Source: an optimization exercise on an open RTL-to-GDS flow (aim: small area). Production flows keep margins and buffers that such runs may drop.
At most, simulation tests tie the RTL to the original design; equivalence was not proved.
No driver is modelled on the clock port, so clocking that relies on it looks cheaper here than on a real chip.

==> wip/violet: inputs <==
==> flow/design.v <==
`timescale 1ns / 1ps
module spiCommMaster(
    input cpuClock,
    input enable,
    input reset,
    input spiClockEn,
    input spiClockBS,
    output errorInterrupt,
    output [3:0] errorType,
    output [3:0] errorState,
    input cmdTransmitBit,
    input [5:0] cmdIndex,
    input [31:0] cmdArgument,
    input [1:0] readMode,
    output [39:0] readResponse,
    input commStart,
    output commFinish,
    input SD_MISO,
    input SD_CD,
    input SD_WP,
    output SD_SCLK,
    output SD_MOSI,
    output SD_CS
);
localparam ST_IDLE  = 3'b000;
localparam ST_GEN   = 3'b001;   
localparam ST_SEND  = 3'b010;   
localparam ST_READ  = 3'b101;   
localparam ST_INPUT = 3'b011;   
localparam ST_COOL  = 3'b110;   
localparam ST_FIN   = 3'b100;
localparam ST_ERR   = 3'b111;
reg [2:0] st;
wire isErr  = (st == ST_ERR);
wire isRead = (st == ST_READ);
wire rdAct  = (st == ST_INPUT) | isErr;      
wire wcAct  = (st == ST_SEND) | (st == ST_COOL);
assign errorInterrupt = isErr;
assign errorType  = {2'b00, isErr, 1'b0};
assign errorState = {isErr, 3'b000};
assign commFinish = (st == ST_FIN);
reg [8:0] div;
wire divWrap = (div[7:0] == 8'h80);
wire spiRise = ~div[8] & divWrap;
wire spiFall =  div[8] & divWrap;
reg [3:0] bsCnt;
reg       bsStop;
reg [1:0] bsBuf;
wire byteSync = spiClockBS ? ~bsCnt[3] : 1'b1;
wire spiGate  = spiClockEn & enable & byteSync;
wire gFall    = spiFall & spiGate;
wire gRise    = spiRise & spiGate;
assign SD_SCLK = spiClockEn ? (byteSync & div[8]) : 1'b1;
reg [3:0] wc;           
reg [8:0] to;           
wire wcOv = &wc;
wire [8:0] toVal = (readMode == 2'b00) ? 9'h16f : (readMode == 2'b01) ? 9'h07d : 9'h0c4;
wire toI = (to == toVal);
reg [5:0]  idx;         
reg        run;         
reg        sDone;       
reg [1:0]  rDone;       
reg [6:0]  crc;
reg [38:0] sh;          
reg [38:0] resp;
reg        cs;
reg        fresh;       
assign readResponse = {1'b0, resp};
assign SD_CS = cs;
wire [1:0] sel = {readMode[1] | readMode[0], readMode[1] | ~readMode[0]};
wire rFin = (rDone == sel);
wire [5:0] rLen = readMode[1] ? 6'd39 : readMode[0] ? 6'd15 : 6'd7;
wire [47:0] cmd = {1'b0, cmdTransmitBit, cmdIndex, cmdArgument, 8'b0};
wire idxHi = |idx[5:3];
wire sBit  = idxHi ? cmd[idx] : crc[6];
wire sRun  = isRead & run & (|idx);
assign SD_MOSI = sRun ? sBit : 1'b1;
wire crcIn  = (idx == 6'd8) ? 1'b0 : sBit;    
wire crcInv = crcIn ^ crc[6];
always @(posedge cpuClock) begin
    if (reset) div <= 0;
    else       div <= {div[8] ^ divWrap, div[6:0],
                       div[7] ^ div[5] ^ div[4] ^ div[3] ^ (div[6:0] == 7'd0)};
end
always @(posedge cpuClock) begin
    if (reset) begin
        bsStop <= 1'b1;
        bsBuf  <= 2'b00;
        bsCnt  <= 4'd0;
    end else begin
        if (spiFall) begin
            if ({bsBuf, spiClockBS} == 3'b001)      bsStop <= 1'b0;
            else if ({bsBuf, spiClockBS} == 3'b010) bsStop <= 1'b1;
            bsBuf <= {bsBuf[0], spiClockBS};
        end
        if (spiRise) begin
            if (bsStop | bsCnt[3]) bsCnt <= 4'd0;
            else                   bsCnt <= bsCnt + 1'b1;
        end
    end
end
always @(posedge cpuClock) begin
    if (reset) begin
        wc <= 4'd0;
        to <= 9'd1;
    end else if (spiRise) begin
        wc <= wcAct ? wc + 1'b1 : 4'd0;
        to <= rdAct ? {to[7:0], to[8] ^ to[4]} : 9'd1;
    end
end
always @(posedge cpuClock) begin
    if (gFall & isRead) begin
        if (~run & ~sDone) begin
            idx <= 6'd47;
            crc <= 7'd0;
        end else if (sRun) begin
            idx <= idx - 1'b1;
            crc <= {crc[5:3], crc[2] ^ crcInv, crc[1:0], crcInv};
        end
    end else if (gRise & rdAct & ~rFin) begin
        if (~run) idx <= rLen;
        else      idx <= idx - 1'b1;
    end
end
always @(posedge cpuClock) begin
    if (~rdAct | (gRise & ~rFin & (run | ~SD_MISO)))
        sh <= {sh[37:0], rdAct & SD_MISO};
end
always @(posedge cpuClock) begin
    if (reset) begin
        run   <= 1'b0;
        sDone <= 1'b0;
        rDone <= 2'd0;
        fresh <= 1'b0;
    end else begin
        fresh <= (st == ST_INPUT) & (fresh | (gRise & ~rFin & run & (idx == 6'd1)));
        if (gFall) begin
            if (isRead) begin
                if (~run & ~sDone)             run <= 1'b1;
                else if (run & ~(|idx)) begin  run <= 1'b0; sDone <= 1'b1; end
            end else begin
                sDone <= 1'b0;
            end
        end
        if (gRise) begin
            if (rdAct & ~rFin) begin
                if (~run) begin
                    rDone <= 2'd0;
                    if (~SD_MISO) run <= 1'b1;
                end else if (idx == 6'd1) begin
                    run   <= 1'b0;
                    rDone <= sel;
                end
            end else if (~rdAct) begin
                rDone <= 2'd0;
            end
        end
    end
end
always @(posedge cpuClock) begin
    if (reset) begin
        st   <= ST_IDLE;
        cs   <= 1'b1;
        resp <= 39'd0;
    end else begin
        case (st)
            ST_IDLE:  if (commStart) st <= ST_GEN;
            ST_GEN:   if (~wcOv) st <= ST_SEND;
            ST_SEND:  if (wcOv) begin
                          cs <= 1'b0;
                          st <= ST_READ;
                      end else cs <= ~wc[3];
            ST_READ:  if (sDone) st <= ST_INPUT;
            ST_INPUT: if (toI) st <= ST_ERR;
                      else if (rFin) begin
                          if (fresh) resp <= sh;
                          st <= ST_COOL;
                      end
            ST_COOL:  if (wcOv) begin
                          cs <= 1'b1;
                          st <= ST_FIN;
                      end else cs <= wc[3];
            ST_FIN:   if (~commStart) st <= ST_IDLE;
            default:  ;
        endcase
    end
end
endmodule
==> flow/flow/run.sh <==
#!/bin/bash
# The standard ORFS layout (standard.sh), with three changes:
#  - ABC maps the logic with an area-oriented script (flow/area.abc); the rest of
#    the standard synthesis, and so every register, is unchanged;
#  - the port buffers are the smallest buffer cell (buf_1);
#  - the clock tree uses clkbuf_8 at the root and clkbuf_4 at the leaves, with
#    no dummy loads; after CTS, flow/clkfix.tcl sizes each leaf buffer to the
#    smallest clkbuf whose estimated slew at the flip-flops is under 115 ps.
set -euo pipefail
W=$PWD
{
  echo "proc abc {args} {"
  echo "  foreach opt {-script -constr -D} {"
  echo "    set i [lsearch -exact \$args \$opt]"
  echo "    if {\$i >= 0} { set args [lreplace \$args \$i [expr {\$i + 1}]] }"
  echo "  }"
  echo "  yosys abc -script $W/flow/area.abc {*}\$args"
  echo "}"
  cat "$W/synth_recipe.tcl"
} > "$W/flow_synth.tcl"
BUF="-buffer_cell sky130_fd_sc_hd__buf_1"
CTS="-sink_clustering_enable -repair_clock_nets -dont_use_dummy_load -buf_list sky130_fd_sc_hd__clkbuf_4 -root_buf sky130_fd_sc_hd__clkbuf_8"
export BUFFER_PORTS_ARGS="$BUF" CTS_ARGS="$CTS"
ARGS=("SYNTH_SCRIPT=$W/flow_synth.tcl" "BUFFER_PORTS_ARGS=$BUF" "CTS_ARGS=$CTS")
bash standard.sh "${ARGS[@]}" cts > "$W/flow_to_cts.log" 2>&1
RES="$W/orfs/results/$FLOW_PLATFORM/spiCommMaster/base" CLK_SLEW_TARGET=0.115 \
  openroad -no_init -exit "$W/flow/clkfix.tcl" > "$W/clkfix.log" 2>&1
bash standard.sh "${ARGS[@]}" finish > "$W/flow.log" 2>&1
==> flow/flow/area.abc <==
strash
ifraig
scorr
dc2
strash
dch -f
amap
==> flow/flow/clkfix.tcl <==
# Size each clock-tree buffer that drives flip-flops to the smallest clkbuf
# whose estimated output slew is under the target, then re-legalize.
set lib $::env(FLOW_HOME)/platforms/sky130hd/lib/sky130_fd_sc_hd__tt_025C_1v80.lib
set R $::env(RES)
read_liberty $lib
read_db $R/4_cts.odb
read_sdc $R/4_cts.sdc
source $::env(FLOW_HOME)/platforms/sky130hd/setRC.tcl
set_propagated_clock [all_clocks]
estimate_parasitics -placement
set target $::env(CLK_SLEW_TARGET)
proc outslew {inst} {
  set out [get_pins -of_objects $inst -filter "direction == output"]
  return [get_property $out slew_max_rise]
}
foreach inst [get_cells -filter "ref_name =~ sky130_fd_sc_hd__clkbuf_*"] {
  set out [get_pins -of_objects $inst -filter "direction == output"]
  set loads [get_pins -of_objects [get_nets -of_objects $out] -filter "direction == input"]
  set ff 0
  foreach l $loads { if {[get_property $l is_clock]} { incr ff } }
  if {$ff == 0} { continue }
  set name [get_full_name $inst]
  set orig [get_property $inst ref_name]
  set s0 [outslew $inst]
  foreach size {1 2 4 8 16} {
    replace_cell $inst sky130_fd_sc_hd__clkbuf_$size
    estimate_parasitics -placement
    set s [outslew $inst]
    if {$s <= $target} { break }
  }
  puts "clkfix: $name $orig -> sky130_fd_sc_hd__clkbuf_$size fanout $ff slew [format %.1f [expr $s * 1e3]] ps (was [format %.1f [expr $s0 * 1e3]])"
}
# second pass: the later changes move the earlier estimates a little
foreach inst [get_cells -filter "ref_name =~ sky130_fd_sc_hd__clkbuf_*"] {
  set out [get_pins -of_objects $inst -filter "direction == output"]
  set ff 0
  foreach l [get_pins -of_objects [get_nets -of_objects $out] -filter "direction == input"] {
    if {[get_property $l is_clock]} { incr ff }
  }
  if {$ff == 0} { continue }
  regexp {clkbuf_([0-9]+)$} [get_property $inst ref_name] -> size
  while {[outslew $inst] > $target && $size < 16} {
    set size [expr {$size * 2}]
    replace_cell $inst sky130_fd_sc_hd__clkbuf_$size
    estimate_parasitics -placement
    puts "clkfix: second pass [get_full_name $inst] -> sky130_fd_sc_hd__clkbuf_$size"
  }
}
detailed_placement
check_placement -verbose
estimate_parasitics -placement
write_db $R/4_cts.odb
==> flow/standard.sh <==
#!/bin/bash
# synth_recipe.tcl (not shown) runs the flow's synth.tcl, then flattens the netlist and writes it again
# the make line also repeats each setting of config.mk as NAME=value (left out here)
make -C /OpenROAD-flow-scripts/flow DESIGN_CONFIG=/design/flow/config.mk WORK_HOME=/design/flow/orfs CLKGATE_MAP_FILE= SYNTH_SCRIPT=/design/flow/synth_recipe.tcl "${@:-finish}"
==> flow/config.mk <==
export PLATFORM = sky130hd
export DESIGN_NAME = spiCommMaster
export DESIGN_NICKNAME = spiCommMaster
export VERILOG_FILES = /design/flow/design.v
export SDC_FILE = /design/flow/constraint.sdc
export NUM_CORES = 4
export LEC_CHECK = 0
export ABC_AREA = 1
export CAP_MARGIN = 20
export CORE_MARGIN = 2
export CORE_UTILIZATION = 60
export SLEW_MARGIN = 20
==> flow/constraint.sdc <==
create_clock -name core_clock -period 10.0 [get_ports {cpuClock}]
set_input_delay 2.0000 -clock core_clock [delete_from_list [all_inputs] [get_ports {cpuClock}]]
set_output_delay 2.0000 -clock core_clock [all_outputs]
set_load 0.01 [all_outputs]
==> wip/raven: changes against wip/violet <==
==> flow/design.v, changed modules only <==
module spiCommMaster(
    input cpuClock,
    input enable,
    input reset,
    input spiClockEn,
    input spiClockBS,
    output errorInterrupt,
    output [3:0] errorType,
    output [3:0] errorState,
    input cmdTransmitBit,
    input [5:0] cmdIndex,
    input [31:0] cmdArgument,
    input [1:0] readMode,
    output [39:0] readResponse,
    input commStart,
    output commFinish,
    input SD_MISO,
    input SD_CD,
    input SD_WP,
    output SD_SCLK,
    output SD_MOSI,
    output SD_CS
);
localparam ST_IDLE  = 3'b000;
localparam ST_GEN   = 3'b001;   
localparam ST_SEND  = 3'b010;   
localparam ST_READ  = 3'b101;   
localparam ST_INPUT = 3'b011;   
localparam ST_COOL  = 3'b110;   
localparam ST_FIN   = 3'b100;
localparam ST_ERR   = 3'b111;
reg [2:0] st;
wire isErr  = (st == ST_ERR);
wire isRead = (st == ST_READ);
wire rdAct  = (st == ST_INPUT) | isErr;      
wire wcAct  = (st == ST_SEND) | (st == ST_COOL);
assign errorInterrupt = isErr;
assign errorType  = {2'b00, isErr, 1'b0};
assign errorState = {isErr, 3'b000};
assign commFinish = (st == ST_FIN);
reg [8:0] div;
wire divWrap = (div[7:0] == 8'h80);
wire spiRise = ~div[8] & divWrap;
wire spiFall =  div[8] & divWrap;
reg [3:0] bsCnt;
reg       bsStop;
reg [1:0] bsBuf;
wire byteSync = spiClockBS ? ~bsCnt[3] : 1'b1;
wire spiGate  = spiClockEn & enable & byteSync;
wire gFall    = spiFall & spiGate;
wire gRise    = spiRise & spiGate;
assign SD_SCLK = spiClockEn ? (byteSync & div[8]) : 1'b1;
reg [1:0] toHi;
wire [8:0] to = {toHi, crc};
wire [8:0] toInit = {1'b0, readMode[1], 2'b00, readMode[1] | ~readMode[0],
                     readMode[1] | readMode[0], 2'b00, 1'b1};
wire toI = (to == 9'h193);
reg [6:0]  crc;
reg [5:0]  idx;
wire wcOv = (idx == 6'd15);
wire run  = idx[5] | idx[4];    
reg        sDone;       
reg [1:0]  rDone;       
reg [38:0] sh;          
reg [38:0] resp;
reg        cs;
wire afterRise = (div == 9'h100);
assign readResponse = {1'b0, resp};
assign SD_CS = cs;
wire [1:0] sel = {readMode[1] | readMode[0], readMode[1] | ~readMode[0]};
wire rFin = (rDone == sel);
wire [5:0] rLoad = readMode[1] ? 6'd25 : readMode[0] ? 6'd49 : 6'd57;
wire [47:0] cmd = {1'b0, cmdTransmitBit, cmdIndex, cmdArgument, 8'b0};
wire [63:0] cmdU;       
genvar gi;
generate
    for (gi = 0; gi < 64; gi = gi + 1) begin : g_cmd
        if (gi >= 16 && gi <= 55) assign cmdU[gi] = cmd[63 - gi];
        else                      assign cmdU[gi] = 1'b0;
    end
endgenerate
wire crcPh = &idx[5:3];                       
wire sBit  = crcPh ? crc[6] : cmdU[idx];
wire sRun  = isRead & run & ~(&idx);
assign SD_MOSI = sRun ? sBit : 1'b1;
wire crcIn  = (idx == 6'd55) ? 1'b0 : sBit;   
wire crcInv = crcIn ^ crc[6];
always @(posedge cpuClock) begin
    if (reset) div <= 0;
    else       div <= {div[8] ^ divWrap, div[6:0],
                       div[7] ^ div[5] ^ div[4] ^ div[3] ^ (div[6:0] == 7'd0)};
end
always @(posedge cpuClock) begin
    if (reset) begin
        bsStop <= 1'b1;
        bsBuf  <= 2'b00;
        bsCnt  <= 4'd0;
    end else begin
        if (spiFall) begin
            if ({bsBuf, spiClockBS} == 3'b001)      bsStop <= 1'b0;
            else if ({bsBuf, spiClockBS} == 3'b010) bsStop <= 1'b1;
            bsBuf <= {bsBuf[0], spiClockBS};
        end
        if (spiRise) begin
            if (bsStop | bsCnt[3]) bsCnt <= 4'd0;
            else                   bsCnt <= bsCnt + 1'b1;
        end
    end
end
wire sAct  = gFall & isRead & ~sDone;            
wire sLoad = sAct & ~run;                        
wire sStep = gFall & sRun;                       
wire rAct  = gRise & rdAct & ~rFin;              
always @(posedge cpuClock) begin
    if (reset)                          idx <= 6'd0;
    else if (sLoad)                     idx <= 6'd16;
    else if (rAct & ~run & ~SD_MISO)    idx <= rLoad;
    else if (spiRise & ~wcAct & ~run)   idx <= 6'd0;
    else idx <= idx + (((sAct | rAct) & run) | (spiRise & wcAct));
end
always @(posedge cpuClock) begin
    if (isRead & sDone)       {toHi, crc} <= toInit;
    else if (rdAct) begin
        if (spiRise)          {toHi, crc} <= {to[7:0], to[8] ^ to[4]};
    end else if (sLoad)       crc <= 7'd0;
    else if (sStep)           crc <= {crc[5:3], crc[2] ^ crcInv, crc[1:0], crcInv};
end
always @(posedge cpuClock) begin
    if (~rdAct | (rAct & (run | ~SD_MISO)))
        sh <= {sh[37:0], rdAct & SD_MISO};
end
always @(posedge cpuClock) begin
    if (reset) begin
        sDone <= 1'b0;
        rDone <= 2'd0;
    end else begin
        if (gFall) begin
            if (isRead) begin
                if (&idx) sDone <= 1'b1;
            end else begin
                sDone <= 1'b0;
            end
        end
        if (gRise) begin
            if (rdAct & ~rFin) begin
                if (~run)       rDone <= 2'd0;
                else if (&idx)  rDone <= sel;
            end else if (~rdAct) begin
                rDone <= 2'd0;
            end
        end
    end
end
always @(posedge cpuClock) begin
    if (reset) begin
        st   <= ST_IDLE;
        cs   <= 1'b1;
        resp <= 39'd0;
    end else begin
        case (st)
            ST_IDLE:  if (commStart) st <= ST_GEN;
            ST_GEN:   if (~wcOv) st <= ST_SEND;
            ST_SEND:  if (wcOv) begin
                          cs <= 1'b0;
                          st <= ST_READ;
                      end else cs <= ~idx[3];
            ST_READ:  if (sDone) st <= ST_INPUT;
            ST_INPUT: if (toI) st <= ST_ERR;
                      else if (rFin) begin
                          if (afterRise) resp <= sh;
                          st <= ST_COOL;
                      end
            ST_COOL:  if (wcOv) begin
                          cs <= 1'b1;
                          st <= ST_FIN;
                      end else cs <= idx[3];
            ST_FIN:   if (~commStart) st <= ST_IDLE;
            default:  ;
        endcase
    end
end
endmodule
==> flow/flow/run.sh (replaced) <==
#!/bin/bash
# The standard ORFS layout (standard.sh), with these changes:
#  - ABC maps the logic with an area-oriented script (flow/area.abc); the rest of
#    the standard synthesis, and so every register, is unchanged;
#  - the port buffers are the smallest buffer cell (buf_1);
#  - one tie cell drives all constant outputs (SKIP_REPAIR_TIE_FANOUT);
#  - the clock tree uses clkbuf_8 at the root and clkbuf_4 at the leaves, with
#    no dummy loads; after CTS, flow/clkfix.tcl sizes each leaf buffer to the
#    smallest clkbuf whose estimated slew at the flip-flops is under 100 ps.
set -euo pipefail
W=$PWD
{
  echo "proc abc {args} {"
  echo "  foreach opt {-script -constr -D} {"
  echo "    set i [lsearch -exact \$args \$opt]"
  echo "    if {\$i >= 0} { set args [lreplace \$args \$i [expr {\$i + 1}]] }"
  echo "  }"
  echo "  yosys abc -script $W/flow/area.abc {*}\$args"
  echo "}"
  cat "$W/synth_recipe.tcl"
} > "$W/flow_synth.tcl"
BUF="-buffer_cell sky130_fd_sc_hd__buf_1"
CTS="-sink_clustering_enable -repair_clock_nets -dont_use_dummy_load -buf_list sky130_fd_sc_hd__clkbuf_4 -root_buf sky130_fd_sc_hd__clkbuf_8"
export BUFFER_PORTS_ARGS="$BUF" CTS_ARGS="$CTS"
ARGS=("SKIP_REPAIR_TIE_FANOUT=1" "SYNTH_SCRIPT=$W/flow_synth.tcl" "BUFFER_PORTS_ARGS=$BUF" "CTS_ARGS=$CTS")
bash standard.sh "${ARGS[@]}" cts > "$W/flow_to_cts.log" 2>&1
RES="$W/orfs/results/$FLOW_PLATFORM/spiCommMaster/base" CLK_SLEW_TARGET=0.100 \
  openroad -no_init -exit "$W/flow/clkfix.tcl" > "$W/clkfix.log" 2>&1
bash standard.sh "${ARGS[@]}" finish > "$W/flow.log" 2>&1
==> flow/flow/area.abc (replaced) <==
strash
ifraig
scorr
dc2
balance
rewrite
refactor
balance
rewrite
rewrite -z
balance
refactor -z
rewrite -z
balance
dch -f
amap -F 3 -A 8 -E 0.01
strash
dch -f
amap -F 3 -A 8 -E 0.01
--- a/flow/config.mk
+++ b/flow/config.mk
@@ -6,7 +6,7 @@
 export NUM_CORES = 4
 export LEC_CHECK = 0
 export ABC_AREA = 1
-export CAP_MARGIN = 20
+export CAP_MARGIN = 0
 export CORE_MARGIN = 2
-export CORE_UTILIZATION = 60
-export SLEW_MARGIN = 20
+export CORE_UTILIZATION = 70
+export SLEW_MARGIN = 0
==> wip/maple: changes against wip/violet <==
==> flow/design.v, changed modules only <==
module spiCommMaster(
    input cpuClock,
    input enable,
    input reset,
    input spiClockEn,
    input spiClockBS,
    output errorInterrupt,
    output [3:0] errorType,
    output [3:0] errorState,
    input cmdTransmitBit,
    input [5:0] cmdIndex,
    input [31:0] cmdArgument,
    input [1:0] readMode,
    output [39:0] readResponse,
    input commStart,
    output commFinish,
    input SD_MISO,
    input SD_CD,
    input SD_WP,
    output SD_SCLK,
    output SD_MOSI,
    output SD_CS
);
localparam ST_IDLE  = 3'b000;
localparam ST_GEN   = 3'b001;   
localparam ST_SEND  = 3'b010;   
localparam ST_READ  = 3'b101;   
localparam ST_INPUT = 3'b011;   
localparam ST_COOL  = 3'b110;   
localparam ST_FIN   = 3'b100;
localparam ST_ERR   = 3'b111;
reg [2:0] st;
wire isErr  = (st == ST_ERR);
wire isRead = (st == ST_READ);
wire rdAct  = (st == ST_INPUT) | isErr;      
wire wcAct  = (st == ST_SEND) | (st == ST_COOL);
assign errorInterrupt = isErr;
assign errorType  = {2'b00, isErr, 1'b0};
assign errorState = {isErr, 3'b000};
assign commFinish = (st == ST_FIN);
reg [8:0] div;
wire divWrap = (div[7:0] == 8'h80);
wire spiRise = ~div[8] & divWrap;
wire spiFall =  div[8] & divWrap;
reg [3:0] bsCnt;
reg       bsStop;
reg [1:0] bsBuf;
wire byteSync = spiClockBS ? ~bsCnt[3] : 1'b1;
wire spiGate  = spiClockEn & enable & byteSync;
wire gFall    = spiFall & spiGate;
wire gRise    = spiRise & spiGate;
assign SD_SCLK = spiClockEn ? (byteSync & div[8]) : 1'b1;
reg [1:0] toHi;
wire [8:0] to = {toHi, crc};
wire [8:0] toInit = {1'b0, readMode[1], 2'b00, readMode[1] | ~readMode[0],
                     readMode[1] | readMode[0], 2'b00, 1'b1};
wire toI = (to == 9'h193);
reg [6:0]  crc;
reg [5:0]  idx;
wire wcOv = (idx == 6'd15);
reg        run;         
reg        sDone;       
reg [1:0]  rDone;       
reg [38:0] sh;          
reg [38:0] resp;
reg        cs;
reg        fresh;       
assign readResponse = {1'b0, resp};
assign SD_CS = cs;
wire [1:0] sel = {readMode[1] | readMode[0], readMode[1] | ~readMode[0]};
wire rFin = (rDone == sel);
wire [5:0] rLoad = readMode[1] ? 6'd25 : readMode[0] ? 6'd49 : 6'd57;
wire [47:0] cmd = {1'b0, cmdTransmitBit, cmdIndex, cmdArgument, 8'b0};
wire [63:0] cmdU;       
genvar gi;
generate
    for (gi = 0; gi < 64; gi = gi + 1) begin : g_cmd
        if (gi >= 17 && gi <= 56) assign cmdU[gi] = cmd[64 - gi];
        else                      assign cmdU[gi] = 1'b0;
    end
endgenerate
wire crcPh = (&idx[5:3]) & (|idx[2:0]);       
wire sBit  = crcPh ? crc[6] : cmdU[idx];
wire sRun  = isRead & run & (|idx);
assign SD_MOSI = sRun ? sBit : 1'b1;
wire crcIn  = (idx == 6'd56) ? 1'b0 : sBit;   
wire crcInv = crcIn ^ crc[6];
always @(posedge cpuClock) begin
    if (reset) div <= 0;
    else       div <= {div[8] ^ divWrap, div[6:0],
                       div[7] ^ div[5] ^ div[4] ^ div[3] ^ (div[6:0] == 7'd0)};
end
always @(posedge cpuClock) begin
    if (reset) begin
        bsStop <= 1'b1;
        bsBuf  <= 2'b00;
        bsCnt  <= 4'd0;
    end else begin
        if (spiFall) begin
            if ({bsBuf, spiClockBS} == 3'b001)      bsStop <= 1'b0;
            else if ({bsBuf, spiClockBS} == 3'b010) bsStop <= 1'b1;
            bsBuf <= {bsBuf[0], spiClockBS};
        end
        if (spiRise) begin
            if (bsStop | bsCnt[3]) bsCnt <= 4'd0;
            else                   bsCnt <= bsCnt + 1'b1;
        end
    end
end
wire sLoad = gFall & isRead & ~run & ~sDone;     
wire sStep = gFall & sRun;                       
wire rAct  = gRise & rdAct & ~rFin;              
always @(posedge cpuClock) begin
    if (reset)                       idx <= 6'd0;
    else if (sLoad)                  idx <= 6'd17;
    else if (rAct & ~run)            idx <= rLoad;
    else if (spiRise & ~wcAct & ~run) idx <= 6'd0;
    else idx <= idx + (sStep | (rAct & run) | (spiRise & wcAct));
end
always @(posedge cpuClock) begin
    if (isRead & sDone)       {toHi, crc} <= toInit;
    else if (rdAct) begin
        if (spiRise)          {toHi, crc} <= {to[7:0], to[8] ^ to[4]};
    end else if (sLoad)       crc <= 7'd0;
    else if (sStep)           crc <= {crc[5:3], crc[2] ^ crcInv, crc[1:0], crcInv};
end
always @(posedge cpuClock) begin
    if (~rdAct | (gRise & ~rFin & (run | ~SD_MISO)))
        sh <= {sh[37:0], rdAct & SD_MISO};
end
always @(posedge cpuClock) begin
    if (reset) begin
        run   <= 1'b0;
        sDone <= 1'b0;
        rDone <= 2'd0;
        fresh <= 1'b0;
    end else begin
        fresh <= (st == ST_INPUT) & (fresh | (gRise & ~rFin & run & (&idx)));
        if (gFall) begin
            if (isRead) begin
                if (~run & ~sDone)             run <= 1'b1;
                else if (run & ~(|idx)) begin  run <= 1'b0; sDone <= 1'b1; end
            end else begin
                sDone <= 1'b0;
            end
        end
        if (gRise) begin
            if (rdAct & ~rFin) begin
                if (~run) begin
                    rDone <= 2'd0;
                    if (~SD_MISO) run <= 1'b1;
                end else if (&idx) begin
                    run   <= 1'b0;
                    rDone <= sel;
                end
            end else if (~rdAct) begin
                rDone <= 2'd0;
            end
        end
    end
end
always @(posedge cpuClock) begin
    if (reset) begin
        st   <= ST_IDLE;
        cs   <= 1'b1;
        resp <= 39'd0;
    end else begin
        case (st)
            ST_IDLE:  if (commStart) st <= ST_GEN;
            ST_GEN:   if (~wcOv) st <= ST_SEND;
            ST_SEND:  if (wcOv) begin
                          cs <= 1'b0;
                          st <= ST_READ;
                      end else cs <= ~idx[3];
            ST_READ:  if (sDone) st <= ST_INPUT;
            ST_INPUT: if (toI) st <= ST_ERR;
                      else if (rFin) begin
                          if (fresh) resp <= sh;
                          st <= ST_COOL;
                      end
            ST_COOL:  if (wcOv) begin
                          cs <= 1'b1;
                          st <= ST_FIN;
                      end else cs <= idx[3];
            ST_FIN:   if (~commStart) st <= ST_IDLE;
            default:  ;
        endcase
    end
end
endmodule
==> wip/amber: changes against wip/violet <==
--- a/flow/design.v
+++ b/flow/design.v
@@ -100,27 +100,23 @@
     end
 end
 always @(posedge cpuClock) begin
-    if (reset) begin
-        wc <= 4'd0;
-        to <= 9'd1;
-    end else if (spiRise) begin
-        wc <= wcAct ? wc + 1'b1 : 4'd0;
-        to <= rdAct ? {to[7:0], to[8] ^ to[4]} : 9'd1;
-    end
+    if (~rdAct)       to <= 9'd1;
+    else if (spiRise) to <= {to[7:0], to[8] ^ to[4]};
 end
 always @(posedge cpuClock) begin
-    if (gFall & isRead) begin
-        if (~run & ~sDone) begin
-            idx <= 6'd47;
-            crc <= 7'd0;
-        end else if (sRun) begin
-            idx <= idx - 1'b1;
-            crc <= {crc[5:3], crc[2] ^ crcInv, crc[1:0], crcInv};
-        end
-    end else if (gRise & rdAct & ~rFin) begin
-        if (~run) idx <= rLen;
-        else      idx <= idx - 1'b1;
-    end
+    if (reset)        wc <= 4'd0;
+    else if (wcAct)   wc <= wc + spiRise;
+    else if (spiRise) wc <= 4'd0;
+end
+wire sLoad = gFall & isRead & ~run & ~sDone;     
+wire sStep = gFall & sRun;                       
+wire rAct  = gRise & rdAct & ~rFin;              
+always @(posedge cpuClock) begin
+    idx <= sLoad ? 6'd47 : (rAct & ~run) ? rLen : idx - ((sStep | rAct) & run);
+end
+always @(posedge cpuClock) begin
+    if (sLoad)      crc <= 7'd0;
+    else if (sStep) crc <= {crc[5:3], crc[2] ^ crcInv, crc[1:0], crcInv};
 end
 always @(posedge cpuClock) begin
     if (~rdAct | (gRise & ~rFin & (run | ~SD_MISO)))
==> impl_metrics.toml <==
[power]
p_total_mw = 1.07
p_leak_nw = 1.97
p_clk_share_pct = 21.6
pg_seq_mw = 0.720

[global_route]
grt_pass1_vias = 3652

[cells_and_area]
utilization_pct = 69.8
fillers = 656
buffers = 98

[drt]
wl_met3_um = 453
drt_iter0_drc = 222

[synthesis]
yosysMostFrequentCell = "dfxtp_1"
synth_edf_count = 52

[critical_path]
reg2reg_depth = 10
cpMaxStageDelayCell = "edfxtp_1"

[run_status]
status = "finished clean"
[end of results for wip/violet]
==> impl_metrics.toml <==
[critical_path]
cpMaxStageDelayCell = "a222oi_1"
reg2reg_depth = 12

[drt]
wl_met3_um = 631
drt_iter0_drc = 403

[power]
p_total_mw = 0.960
p_clk_share_pct = 22.8
p_leak_nw = 1.74
pg_seq_mw = 0.658

[cells_and_area]
fillers = 446
buffers = 96

[synthesis]
synth_edf_count = 42

[floorplanning]
coreArea_sq_um = 6240

[run_status]
status = "finished clean"
[end of results for wip/raven]
==> impl_metrics.toml <==
[cells_and_area]
buffers = 98
utilization_pct = 68.9
fillers = 659

[power]
p_clk_share_pct = 22.0
p_total_mw = 1.02
p_leak_nw = 1.94

[global_route]
grt_pass1_vias = 3467

[drt]
drt_iter0_drc = 206

[run_status]
status = "finished clean"
[end of results for wip/amber]
==> impl_metrics.toml <==
[drt]
wl_met3_um = 525
drt_iter0_drc = 190

[cells_and_area]
buffers = 97
utilization_pct = 69.5
fillers = 636

[power]
p_total_mw = 1.06
pg_seq_mw = 0.693
p_leak_nw = 1.86
p_clk_share_pct = 20.3

[global_route]
grt_pass1_vias = 3651

[critical_path]
cpMaxStageDelayCell = "a221oi_1"
reg2reg_depth = 10

[run_status]
status = "finished clean"

[synthesis]
yosysMostFrequentCell = "dfxtp_1"
[end of results for wip/maple]
No functional check of the RTL was part of wip/violet.

re-timing with driven ports:
Ports are ideal in the flow. The routed layouts listed here were re-timed in OpenROAD.
Step 1 assumes that a clkbuf_16 drives the clock port and a buf_2 every other input.
Step 2 moves the port delays by t, midway between the first and last clock arrival at a register: inputs arrive t later, outputs are due t later. That takes back most of the time a late clock gives input paths.
Slacks: no drivers / after step 1 / after step 2; pairs: no drivers / after step 1.
| run | t, ns | setup slack, ns | latest minus earliest clock arrival (ns) | slew at the worst register clock pin (ns) |
|---|---|---|---|---|
| wip/violet | 0.396 | 4.638 / 4.604 / 4.659 | 0.062 / 0.063 | 0.11 / 0.11 |
| wip/raven | 0.402 | 4.453 / 4.431 / 4.431 | 0.042 / 0.042 | 0.10 / 0.10 |
| wip/maple | 0.411 | 4.382 / 4.360 / 4.360 | 0.053 / 0.053 | 0.11 / 0.11 |
| wip/amber | 0.394 | 4.342 / 4.319 / 4.319 | 0.054 / 0.053 | 0.11 / 0.11 |
After both steps setup and hold are still met in every run listed. The setup slack of wip/amber, which loses most, moves by -0.023 ns with the drivers and by -0.023 ns with both steps.
